From an optimization exercise on the open Yosys and OpenROAD flow, aimed at small area and a short achievable clock period; shortcuts taken in it are not production practice.
Function was checked by simulation only, so behaviour that the tests miss may differ from the original.
The clock port is modelled as an ideal driver, which makes a skipped or thinned clock tree look cheaper than it is; a real chip needs a root buffer or a tree.
No activity file was given, so power comes from the tool's default toggle rates.

==> flow/design.v (excerpt) <==
module timer #(
    parameter FREQUENCY_VALUE = 50_000_000 
) (
    input logic clk,
    input logic reset_n,
    input   logic   [1:0]   avmms_address,
    input   logic           avmms_write,
    input   logic   [31:0]  avmms_writedata,
    input   logic   [3:0]   avmms_byteenable,
    input   logic           avmms_read,
    output  logic   [31:0]  avmms_readdata,
    output  logic           coe_interrupt
);
==> flow/config.mk <==
export PLATFORM = sky130hd
export DESIGN_NAME = timer
export DESIGN_NICKNAME = timer
export VERILOG_FILES = /design/flow/design.v
export SDC_FILE = /design/flow/constraint.sdc
export NUM_CORES = 4
export LEC_CHECK = 0
export ABC_AREA = 1
export ABC_CLOCK_PERIOD_IN_PS = 2000
export CAP_MARGIN = 20
export CORE_MARGIN = 2
export CORE_UTILIZATION = 55
export SETUP_SLACK_MARGIN = 1.5
export SLEW_MARGIN = 20
==> flow/constraint.sdc <==
create_clock -name core_clock -period 3.0 [get_ports {clk}]
set_input_delay 0.6000 -clock core_clock [delete_from_list [all_inputs] [get_ports {clk}]]
set_output_delay 0.6000 -clock core_clock [all_outputs]
set_load 0.01 [all_outputs]
standard.sh (not shown) runs the stock make flow with config.mk's settings and CLKGATE_MAP_FILE= SYNTH_SCRIPT=/design/flow/synth_recipe.tcl, a recipe that flattens the netlist after the stock synthesis.
==> flow/flow/run.sh <==
#!/bin/bash
# Standard layout with two changes: plain buf_1 cells as the port buffers, and
# a two-level clock tree (flow/cts_hook.tcl) in place of TritonCTS: the clock
# port drives four clkbuf_8 cells, each driving two clkbuf_16 leaves.
# Full output of the flow goes to standard.log.
export BUFFER_PORTS_ARGS="-buffer_cell sky130_fd_sc_hd__buf_1"
export PRE_CTS_TCL="$PWD/flow/cts_hook.tcl"
bash standard.sh > standard.log 2>&1
Other scripts of this flow, unchanged in this note and not shown: flow/flow/cts_hook.tcl
Edit:
--- a/flow/config.mk
+++ b/flow/config.mk
@@ -12,2 +12,2 @@
-export CORE_UTILIZATION = 55
-export SETUP_SLACK_MARGIN = 1.5
+export CORE_UTILIZATION = 45
+export SETUP_SLACK_MARGIN = 1.55
What happened:
- The new run passed the timing, DRC and antenna checks
- die area grows by 21%
- register-to-register slack gets better by 0.04 ns
- wire length grows by 2.7%
- clock power barely changes
- global-route usage shrinks by 3.6 points
- setup slack gets better by 0.035 ns
- power grows by 0.73%
- maximum frequency grows by 2.5%
- final cell count grows by 4.1%
- combinational power grows by 3.0%
- utilization shrinks by 10 points
Edit:
--- a/flow/config.mk
+++ b/flow/config.mk
@@ -12,2 +12,2 @@
-export CORE_UTILIZATION = 45
-export SETUP_SLACK_MARGIN = 1.55
+export CORE_UTILIZATION = 70
+export SETUP_SLACK_MARGIN = 1.5
Effect:
- setup slack degrades by 0.075 ns
- global-route usage came out higher by 9.8 points
- cell count fell by 7.7%
- register-to-register slack degrades by 0.03 ns
- worst hold slack improves by 0.18 ns
- design area drops by 2.0%
- utilization climbs by 27 points
- area after synthesis does not change
Edit:
--- a/flow/config.mk
+++ b/flow/config.mk
@@ -12,2 +12,2 @@
-export CORE_UTILIZATION = 70
-export SETUP_SLACK_MARGIN = 1.5
+export CORE_UTILIZATION = 45
+export SETUP_SLACK_MARGIN = 1.6
What happened: Worst hold slack improves by 0.034 ns. Maximum frequency is higher by about 6%. Power went up by about 1.1%. Final cell count went up by 9.4%. Global-route usage falls by 9.9 points. Worst setup slack gets better by 0.084 ns.
No run of this note takes its clock network from TritonCTS; it comes from the design's own scripts or RTL.

========
Setup of try-amber:
Another version of the RTL of timer (not shown whole).
Size: ~920 cells after synthesis, about 170 flip-flops, about 75 I/O pins, about 7600 um^2 of cells after synthesis.
==> flow/config.mk <==
export PLATFORM = sky130hd
export DESIGN_NAME = timer
export DESIGN_NICKNAME = timer
export VERILOG_FILES = /design/flow/design.v
export SDC_FILE = /design/flow/constraint.sdc
export NUM_CORES = 4
export LEC_CHECK = 0
export ABC_AREA = 1
export ABC_CLOCK_PERIOD_IN_PS = 2000
export CAP_MARGIN = 20
export CORE_MARGIN = 2
export CORE_UTILIZATION = 55
export SETUP_SLACK_MARGIN = 1.7
export SLEW_MARGIN = 20
==> flow/constraint.sdc <==
create_clock -name core_clock -period 3.0 [get_ports {clk}]
set_input_delay 0.6000 -clock core_clock [delete_from_list [all_inputs] [get_ports {clk}]]
set_output_delay 0.6000 -clock core_clock [all_outputs]
set_load 0.01 [all_outputs]
==> flow/flow/cts_hook.tcl <==
# Replaces TritonCTS with a two-level clock tree. The registers are split by
# recursive bisection into 8 groups of nearby sinks, each driven by a
# clkbuf_16 leaf. The clock port drives four clkbuf_8 cells, each driving the
# leaves of two neighbouring groups.
proc cts_split {sinks idx} {
  set s [lsort -integer -index $idx $sinks]
  set k [expr {[llength $s] / 2}]
  return [list [lrange $s 0 [expr {$k - 1}]] [lrange $s $k end]]
}

proc cts_center {sinks} {
  set ax 0
  set ay 0
  foreach s $sinks {
    set ax [expr {$ax + [lindex $s 1]}]
    set ay [expr {$ay + [lindex $s 2]}]
  }
  set n [llength $sinks]
  return [list [expr {$ax / $n}] [expr {$ay / $n}]]
}

proc cts_buffer {block master name x y in_net out_name} {
  set inst [odb::dbInst_create $block $master $name]
  $inst setLocation $x $y
  $inst setPlacementStatus PLACED
  set net [odb::dbNet_create $block $out_name]
  $net setSigType CLOCK
  [$inst findITerm A] connect $in_net
  [$inst findITerm X] connect $net
  return $net
}

proc clock_tree_synthesis {args} {
  set block [ord::get_db_block]
  set db [ord::get_db]
  set clk [$block findNet clk]
  set leaf_master [$db findMaster sky130_fd_sc_hd__clkbuf_16]
  set mid_master [$db findMaster sky130_fd_sc_hd__clkbuf_8]
  set sinks {}
  foreach it [$clk getITerms] {
    set box [[$it getInst] getBBox]
    set x [expr {([$box xMin] + [$box xMax]) / 2}]
    set y [expr {([$box yMin] + [$box yMax]) / 2}]
    lappend sinks [list $it $x $y]
  }
  set quads {}
  foreach half [cts_split $sinks 1] {
    foreach q [cts_split $half 2] {
      lappend quads $q
    }
  }
  set i 0
  foreach q $quads {
    lassign [cts_center $q] qx qy
    set mid_net [cts_buffer $block $mid_master clkbuf_m$i $qx $qy $clk clknet_m$i]
    set j 0
    foreach g [cts_split $q 1] {
      lassign [cts_center $g] gx gy
      set leaf_net [cts_buffer $block $leaf_master clkbuf_l${i}_$j $gx $gy $mid_net clknet_l${i}_$j]
      foreach s $g {
        set it [lindex $s 0]
        $it disconnect
        $it connect $leaf_net
      }
      puts "clock leaf clkbuf_l${i}_$j at $gx $gy drives [llength $g] sinks"
      incr j
    }
    incr i
  }
  $clk setSigType CLOCK
  set_propagated_clock [all_clocks]
}
Scripts as last shown in full above: flow/flow/run.sh
try-amber: all stages complete, timing, DRC and antenna checks passed
> inputs changed (try-amber -> try-quartz)
Settings: swapping 1.7 for 1.6 in SETUP_SLACK_MARGIN; swapping 55 for 85 in CORE_UTILIZATION.
- Tool error DPL-0038 stopped try-quartz during global routing (5_1_grt); no final results.
- From try-quartz to try-amber, area fraction in and, or, nand and nor cells after synthesis did not move at all.
- [compare] base=try-amber new=try-quartz: synthesized cell count barely changed; number of ports placed on the die boundary neither gained nor lost much; placed instance area -1.0%.
--- input diff try-quartz..try-pepper ---
Settings: ABC_AREA removed (was 1); CORE_UTILIZATION changed from 85 to 55.
--- outcome ---
try-pepper has die outline height above what try-quartz had. Re quantity of hold-fixing buffers added after cts: no difference whatsoever between try-quartz and try-pepper. try-pepper finished all stages; the layout is clean. | area after synthesis | try-pepper vs try-quartz | 680 um^2 lower |.
Modified inputs, try-maple compared to try-pepper
Settings: ABC_AREA: unset -> 1.
Findings:
No run among try-maple and try-pepper stopped early or left any final violation; all are clean. Comparing try-maple and try-pepper, the lower worst path setup slack after routing was measured on try-pepper. try-maple vs. try-pepper: floorplan die area higher, design area higher, total power lower, placed instance area higher. Summary: with try-pepper as the reference, power per cell area in try-maple moved down by a few percent. Looking at synthesized-area fraction occupied by ao, oa, aoi and oai cells, try-maple sits 5.1 points higher than try-pepper does.
The clock cells of try-amber, try-pepper and try-maple come from the design's own scripts or RTL, not from TritonCTS.

========
Another version of the RTL of timer (not shown whole).
Size: about 780 cells after synthesis, about 180 flip-flops, about 75 I/O pins.
clock: 3.0 ns
lec_check: 0
abc_area: 1
abc_clock_period_in_ps: 2000
cap_margin: 20
core_margin: 2
core_utilization: 50
setup_slack_margin: 1.55
slew_margin: 20
Scripts as last shown in full above: flow/flow/run.sh, flow/flow/cts_hook.tcl
Edit:
- CORE_UTILIZATION: 50 -> 45
- SETUP_SLACK_MARGIN: 1.55 -> 1.5
Outcome: Register-to-register slack hardly moves. Final cell count rose by 2.5%. Sequential cell count does not change. Synthesized area does not change. Synthesized cell count is unchanged. Worst setup slack stays flat. Via count rose by 0.96%. Global-route usage fell by 1.1 points. Sequential power hardly moves. Power stays flat.
In every run of this note, the design's own scripts or RTL, not TritonCTS, make the clock network.

========
timer, a different RTL version from the one above (not shown whole).
Size: roughly 920 cells after synthesis, roughly 170 flip-flops.
==> flow/config.mk <==
export PLATFORM = sky130hd
export DESIGN_NAME = timer
export DESIGN_NICKNAME = timer
export VERILOG_FILES = /design/flow/design.v
export SDC_FILE = /design/flow/constraint.sdc
export NUM_CORES = 4
export LEC_CHECK = 0
export ABC_AREA = 1
export ABC_CLOCK_PERIOD_IN_PS = 2000
export CAP_MARGIN = 20
export CORE_MARGIN = 2
export CORE_UTILIZATION = 55
export SETUP_SLACK_MARGIN = 1.6
export SLEW_MARGIN = 20
==> flow/constraint.sdc <==
create_clock -name core_clock -period 3.0 [get_ports {clk}]
set_input_delay 0.6000 -clock core_clock [delete_from_list [all_inputs] [get_ports {clk}]]
set_output_delay 0.6000 -clock core_clock [all_outputs]
set_load 0.01 [all_outputs]
==> flow/flow/run.sh <==
#!/bin/bash
# Standard layout with two changes: plain buf_1 cells as the port buffers, and
# a two-level clock tree (flow/cts_hook.tcl) in place of TritonCTS: the clock
# port drives four clkbuf_8 cells, each driving two clkbuf_16 leaves. The hook
# also gives the register behind coe_interrupt its strongest drive strength.
# Full output of the flow goes to standard.log.
export BUFFER_PORTS_ARGS="-buffer_cell sky130_fd_sc_hd__buf_1"
export PRE_CTS_TCL="$PWD/flow/cts_hook.tcl"
bash standard.sh > standard.log 2>&1
==> flow/flow/cts_hook.tcl <==
# Replaces TritonCTS with a two-level clock tree. The registers are split by
# recursive bisection into 8 groups of nearby sinks, each driven by a
# clkbuf_16 leaf. The clock port drives four clkbuf_8 cells, each driving the
# leaves of two neighbouring groups.
proc cts_split {sinks idx} {
  set s [lsort -integer -index $idx $sinks]
  set k [expr {[llength $s] / 2}]
  return [list [lrange $s 0 [expr {$k - 1}]] [lrange $s $k end]]
}

proc cts_center {sinks} {
  set ax 0
  set ay 0
  foreach s $sinks {
    set ax [expr {$ax + [lindex $s 1]}]
    set ay [expr {$ay + [lindex $s 2]}]
  }
  set n [llength $sinks]
  return [list [expr {$ax / $n}] [expr {$ay / $n}]]
}

proc cts_buffer {block master name x y in_net out_name} {
  set inst [odb::dbInst_create $block $master $name]
  $inst setLocation $x $y
  $inst setPlacementStatus PLACED
  set net [odb::dbNet_create $block $out_name]
  $net setSigType CLOCK
  [$inst findITerm A] connect $in_net
  [$inst findITerm X] connect $net
  return $net
}

proc clock_tree_synthesis {args} {
  set block [ord::get_db_block]
  set db [ord::get_db]
  set clk [$block findNet clk]
  set leaf_master [$db findMaster sky130_fd_sc_hd__clkbuf_16]
  set mid_master [$db findMaster sky130_fd_sc_hd__clkbuf_8]
  set sinks {}
  foreach it [$clk getITerms] {
    set box [[$it getInst] getBBox]
    set x [expr {([$box xMin] + [$box xMax]) / 2}]
    set y [expr {([$box yMin] + [$box yMax]) / 2}]
    lappend sinks [list $it $x $y]
  }
  set quads {}
  foreach half [cts_split $sinks 1] {
    foreach q [cts_split $half 2] {
      lappend quads $q
    }
  }
  set i 0
  foreach q $quads {
    lassign [cts_center $q] qx qy
    set mid_net [cts_buffer $block $mid_master clkbuf_m$i $qx $qy $clk clknet_m$i]
    set j 0
    foreach g [cts_split $q 1] {
      lassign [cts_center $g] gx gy
      set leaf_net [cts_buffer $block $leaf_master clkbuf_l${i}_$j $gx $gy $mid_net clknet_l${i}_$j]
      foreach s $g {
        set it [lindex $s 0]
        $it disconnect
        $it connect $leaf_net
      }
      puts "clock leaf clkbuf_l${i}_$j at $gx $gy drives [llength $g] sinks"
      incr j
    }
    incr i
  }
  $clk setSigType CLOCK
  set_propagated_clock [all_clocks]
}

# The register behind coe_interrupt drives only the output buffer; use the
# strongest drive of its cell so the output path is not slowed by it.
foreach inst [get_cells {complete_o*}] {
  puts "upsizing [get_full_name $inst] to sky130_fd_sc_hd__dfrtp_4"
  replace_cell $inst sky130_fd_sc_hd__dfrtp_4
}
Change:
--- a/flow/flow/run.sh
+++ b/flow/flow/run.sh
@@ -4,2 +4 @@
-# port drives four clkbuf_8 cells, each driving two clkbuf_16 leaves. The hook
-# also gives the register behind coe_interrupt its strongest drive strength.
+# port drives four clkbuf_8 cells, each driving two clkbuf_16 leaves.
--- a/flow/flow/cts_hook.tcl
+++ b/flow/flow/cts_hook.tcl
@@ -73,7 +72,0 @@
-
-# The register behind coe_interrupt drives only the output buffer; use the
-# strongest drive of its cell so the output path is not slowed by it.
-foreach inst [get_cells {complete_o*}] {
-  puts "upsizing [get_full_name $inst] to sky130_fd_sc_hd__dfrtp_4"
-  replace_cell $inst sky130_fd_sc_hd__dfrtp_4
-}
CORE_UTILIZATION = 70   (was 55)
Effect:
- The new run completed with no timing, DRC or antenna violations
- worst setup slack gets better by 0.10 ns
- worst hold slack gets better by 0.055 ns
- utilization rises by 17 points
- cell area goes down by 1.4%
- routed wire length came out lower by 1.1%
Change:
CORE_UTILIZATION = 55   (was 70)
Outcome: The new run finished clean; final cell count climbs by 3.2%; critical path depth stays the same; power is lower by about 0.7%; hold slack is worse by 0.050 ns; clock skew is about the same; die area rises by 26%.
In every run of this note, the design's own scripts or RTL, not TritonCTS, make the clock network.

-- what the ideal ports hide --
How much do the figures lean on ideal ports? The routed layouts below were timed once more, with nothing changed but the port constraints. Step 1 sets driving cells, clkbuf_16 on the clock port and buf_2 on the other inputs (assumed; they add their load-dependent delay and slew). Step 2 moves the port delays by t, midway between the first and last clock arrival at a register: inputs arrive t later, outputs are due t later. That takes back most of the time a late clock gives input paths. Slacks: no drivers / after step 1 / after step 2; pairs: no drivers / after step 1.
| run | t (ns) | setup WS [ns] | hold slack, ns | worst setup path at the end | worst slew at a driven data input, ns |
|---|---|---|---|---|---|
| the first run of note 1 | 0.360 | 1.542 / 1.468 / 1.233 | 0.427 / 0.381 / 0.478 | input to register | 0.04 |
| the second run of note 1 | 0.365 | 1.577 / 1.500 / 1.267 | 0.251 / 0.196 / 0.485 | input to register | 0.05 |
| the third run of note 1 | 0.360 | 1.502 / 1.511 / 1.190 | 0.434 / 0.386 / 0.488 | input to register | 0.03 |
| the fourth run of note 1 | 0.365 | 1.586 / 1.524 / 1.262 | 0.468 / 0.417 / 0.483 | input to register | 0.05 |
| try-amber | 0.366 | 1.558 / 1.481 / 1.376 | 0.105 / 0.053 / 0.419 | input to register | 0.05 |
| try-pepper | 0.359 | 1.027 / 1.027 / 1.027 | 0.170 / 0.120 / 0.480 | register to register | 0.06 |
| try-maple | 0.362 | 1.561 / 1.487 / 1.306 | 0.107 / 0.056 / 0.418 | input to register | 0.05 |
| the first run of note 3 | 0.368 | 1.546 / 1.488 / 1.236 | 0.446 / 0.391 / 0.482 | input to register | 0.03 |
| the second run of note 3 | 0.363 | 1.544 / 1.472 / 1.214 | 0.397 / 0.351 / 0.481 | input to register | 0.05 |
| the first run of note 4 | 0.362 | 1.483 / 1.409 / 1.313 | 0.316 / 0.266 / 0.448 | input to register | 0.04 |
| the second run of note 4 | 0.359 | 1.585 / 1.514 / 1.325 | 0.371 / 0.324 / 0.477 | input to register | 0.04 |
| the third run of note 4 | 0.362 | 1.557 / 1.482 / 1.310 | 0.321 / 0.270 / 0.448 | input to register | 0.04 |
After both steps every run listed still meets setup and hold. For the second run of note 3, which loses most, drivers alone change the setup slack by -0.072 ns; drivers and shift together by -0.330 ns.
